What follows belongs to an exercise in optimizing a design on an open flow for small area, a short achievable clock period and few clock cycles; a production flow would make more cautious choices.
Function was checked by simulation only, so behaviour that the tests miss may differ from the original.

==> flow/design.v (excerpt) <==
module Milestone_1 (
		input logic Clock_50,
		input logic Resetn,
		input logic M1_Start,
		input logic [15:0] SRAM_read_data,
		output logic M1_Finish,
		output logic [15:0] M1_write_data,
		output logic [17:0] M1_address,
		output logic M1_we_n
);
Size in the first run: about 2200 cells after synthesis.
export LEC_CHECK = 0
export CAP_MARGIN = 20
export CORE_MARGIN = 2
export CORE_UTILIZATION = 40
export PLACE_DENSITY = 0.6
export SLEW_MARGIN = 20
create_clock -name core_clock -period 12.0 [get_ports {Clock_50}]
standard.sh (not shown) runs the stock make flow with config.mk's settings and CLKGATE_MAP_FILE= SYNTH_SCRIPT=/design/flow/synth_recipe.tcl, a recipe that flattens the netlist after the stock synthesis.
==> flow/flow/run.sh <==
#!/bin/bash
# Standard layout, but with timing repair aiming for extra setup slack
# (the clock period and constraints stay the design's).
set -euo pipefail
MARGIN=${MARGIN:-7}
bash standard.sh SETUP_SLACK_MARGIN=$MARGIN finish > standard_flow.log 2>&1
Testbench counts at the start, summed over its fixed seeds: cycles 773,792.
Next try:
==> flow/flow/run.sh (replaced) <==
#!/bin/bash
# Standard layout, but with timing repair aiming for extra setup slack
# (the clock period and constraints stay the design's).
set -euo pipefail
MARGIN=${MARGIN:-8}
bash standard.sh SETUP_SLACK_MARGIN=$MARGIN finish > standard_flow.log 2>&1
--- a/flow/config.mk
+++ b/flow/config.mk
@@ -8,5 +8,5 @@
 export CAP_MARGIN = 20
 export CORE_MARGIN = 2
-export CORE_UTILIZATION = 40
-export PLACE_DENSITY = 0.6
+export CORE_UTILIZATION = 60
+export PLACE_DENSITY = 0.75
 export SLEW_MARGIN = 20
The new run completed without violations. Area after synthesis stays the same. Non-clock buffer count came out higher by 74. Final cell count came out lower by 6.2%. Setup slack gets better by 0.26 ns. Cell area came out higher by 3.5%.
Next try:
--- a/flow/config.mk
+++ b/flow/config.mk
@@ -6,7 +6,8 @@
 export NUM_CORES = 4
 export LEC_CHECK = 0
+export ABC_CLOCK_PERIOD_IN_PS = 4000
 export CAP_MARGIN = 20
 export CORE_MARGIN = 2
-export CORE_UTILIZATION = 60
-export PLACE_DENSITY = 0.75
+export CORE_UTILIZATION = 40
+export PLACE_DENSITY = 0.6
 export SLEW_MARGIN = 20
Result: The changed run ran to the end with no violations. Sequential share of layout area falls by 0.39 points. Design area increases by about 1.3%. Sequential cell count does not change. Core utilization falls by 23 points. Wire length went down by about 1.4%. Synthesized area stays the same. First-iteration DRC count fell by 16%. Worst hold slack got worse by 0.013 ns. Non-clock buffer count increases by 20. Register-to-register slack degrades by 0.05 ns.

* * *

== JK ==
Another version of the RTL of Milestone_1 (not shown whole).
Size in the first run: ~2300 cells after synthesis, roughly 390 flip-flops, ~0.025 sq mm of cells after synthesis.
Settings: LEC_CHECK=0, CAP_MARGIN=20, CORE_MARGIN=2, CORE_UTILIZATION=40, PLACE_DENSITY=0.6, SLEW_MARGIN=20; clock period 12.0 ns.
==> flow/flow/run.sh <==
#!/bin/bash
# Standard layout with two changes to how it is made (the clock period and
# constraints stay the design's): timing repair aims for extra setup slack,
# and the port buffers are plain buffers (buf_2) rather than the resizer's
# default pick.
set -euo pipefail
MARGIN=${MARGIN:-8.1}
bash standard.sh SETUP_SLACK_MARGIN=$MARGIN "BUFFER_PORTS_ARGS=-buffer_cell sky130_fd_sc_hd__buf_2" finish > standard_flow.log 2>&1
JK reached the end of the flow, and the finished layout is clean on the timing, DRC and antenna checks.
Testbench counts of JK, summed over its fixed seeds: cycles 774,760.
### JK -> MS
-- flow/flow/run.sh --
<<< JK, line 7
MARGIN=${MARGIN:-8.1}
>>> MS, line 7
MARGIN=${MARGIN:-8.4}
[summary]
Any difference in post-placement cell area between JK and MS is small enough to ignore. Higher synthesis-to-layout area growth was reported by MS, not JK. Per the comparison of MS with JK, first-iteration DRC count went down, wire length went up.
Modified inputs, AL compared to MS
- CORE_UTILIZATION now 55, was 40
- PLACE_DENSITY now 0.7, was 0.6
-- flow/flow/run.sh --
<<< MS, line 7
MARGIN=${MARGIN:-8.4}
>>> AL, line 7
MARGIN=${MARGIN:-8.25}
==> results.txt <==
Summary of AL over MS: critical path depth dropped 2, cell depth of the worst flop-to-flop path dropped 2, total routing resource utilization after global routing climbed 6.0 points, largest net degree at the start of global routing climbed about 5.4%.
Diff MS -> AL: number of cells upsized or downsized after cts -about 40%; routing usage on met2 climbed 9.6 points.
Here is what was changed in the inputs of TR compared with AL.
-- flow/flow/run.sh --
<<< AL, line 7
MARGIN=${MARGIN:-8.25}
>>> TR, line 7
MARGIN=${MARGIN:-8}
## What came out
- The detail-routed net length per standard cell in TR was lower than what AL gave.
- Diff AL..TR | DRC violation count after routing | unchanged
- Min critical path depth across TR and AL: TR
- TR ended up with a higher detailed-routed wire length on met2 than AL did.
- Summary of TR over AL: routed length on met1 has decreased, number of placed instances with taps included has remained practically unchanged, final worst-path cycle share has increased.
- Measured against each other, TR and AL differ in fraction of area in multi-input gates, the lower figure coming from TR.
- Cmp TR and AL / total detailed-routing wirelength / lower: TR
- Every stage of the flow completed for TR, and the final layout passed the timing, DRC and antenna checks.
> inputs changed (TR -> PW)
- changing CORE_UTILIZATION from 55 to 40
- changing PLACE_DENSITY from 0.7 to 0.6
-- flow/flow/run.sh --
<<< TR, line 7
MARGIN=${MARGIN:-8}
>>> PW, line 7
MARGIN=${MARGIN:-8.35}
Notes after the runs:
Going from TR to PW, net count after synthesis barely changed, non-clock inverter total of the final layout barely changed. Per the comparison of PW with TR, post-CTS setup buffer count went up 26, register fraction of the total cell area decreased 0.82 points, achievable clock frequency up about 4%. PW has DRC violation total after the first TritonRoute iteration below what TR had.

what the ideal ports hide:
How much do the figures lean on ideal ports? The routed layouts below were timed once more, with nothing changed but the port constraints. Step 1: set_driving_cell puts a clkbuf_16 on Clock_50 and a buf_2 on each other input, an assumption about the parent block. Step 2 moves the port delays by t, midway between the first and last clock arrival at a register: inputs arrive t later, outputs are due t later. That takes back most of the time a late clock gives input paths. Slacks: ideal / step 1 / step 2; pairs: ideal / step 1.
| run | t (ns) | slack for setup (ns) | hold slack, ns |
|---|---|---|---|
| the first run of note 1 | 0.619 | 7.182 / 7.182 / 7.182 | 0.338 / 0.338 / 0.338 |
| the second run of note 1 | 0.617 | 7.441 / 7.441 / 7.441 | 0.360 / 0.360 / 0.360 |
| the third run of note 1 | 0.628 | 7.387 / 7.387 / 7.387 | 0.347 / 0.347 / 0.347 |
| JK | 0.629 | 8.212 / 8.212 / 8.212 | 0.330 / 0.330 / 0.330 |
| MS | 0.639 | 8.299 / 8.299 / 8.237 | 0.340 / 0.340 / 0.340 |
| AL | 0.619 | 8.289 / 8.289 / 8.217 | 0.336 / 0.336 / 0.336 |
| TR | 0.607 | 8.126 / 8.126 / 8.126 | 0.326 / 0.326 / 0.326 |
| PW | 0.643 | 8.269 / 8.269 / 8.168 | 0.324 / 0.324 / 0.324 |
After both steps every run listed still meets setup and hold. For PW, which loses most, drivers alone change the setup slack by 0.000 ns; drivers and shift together by -0.101 ns.
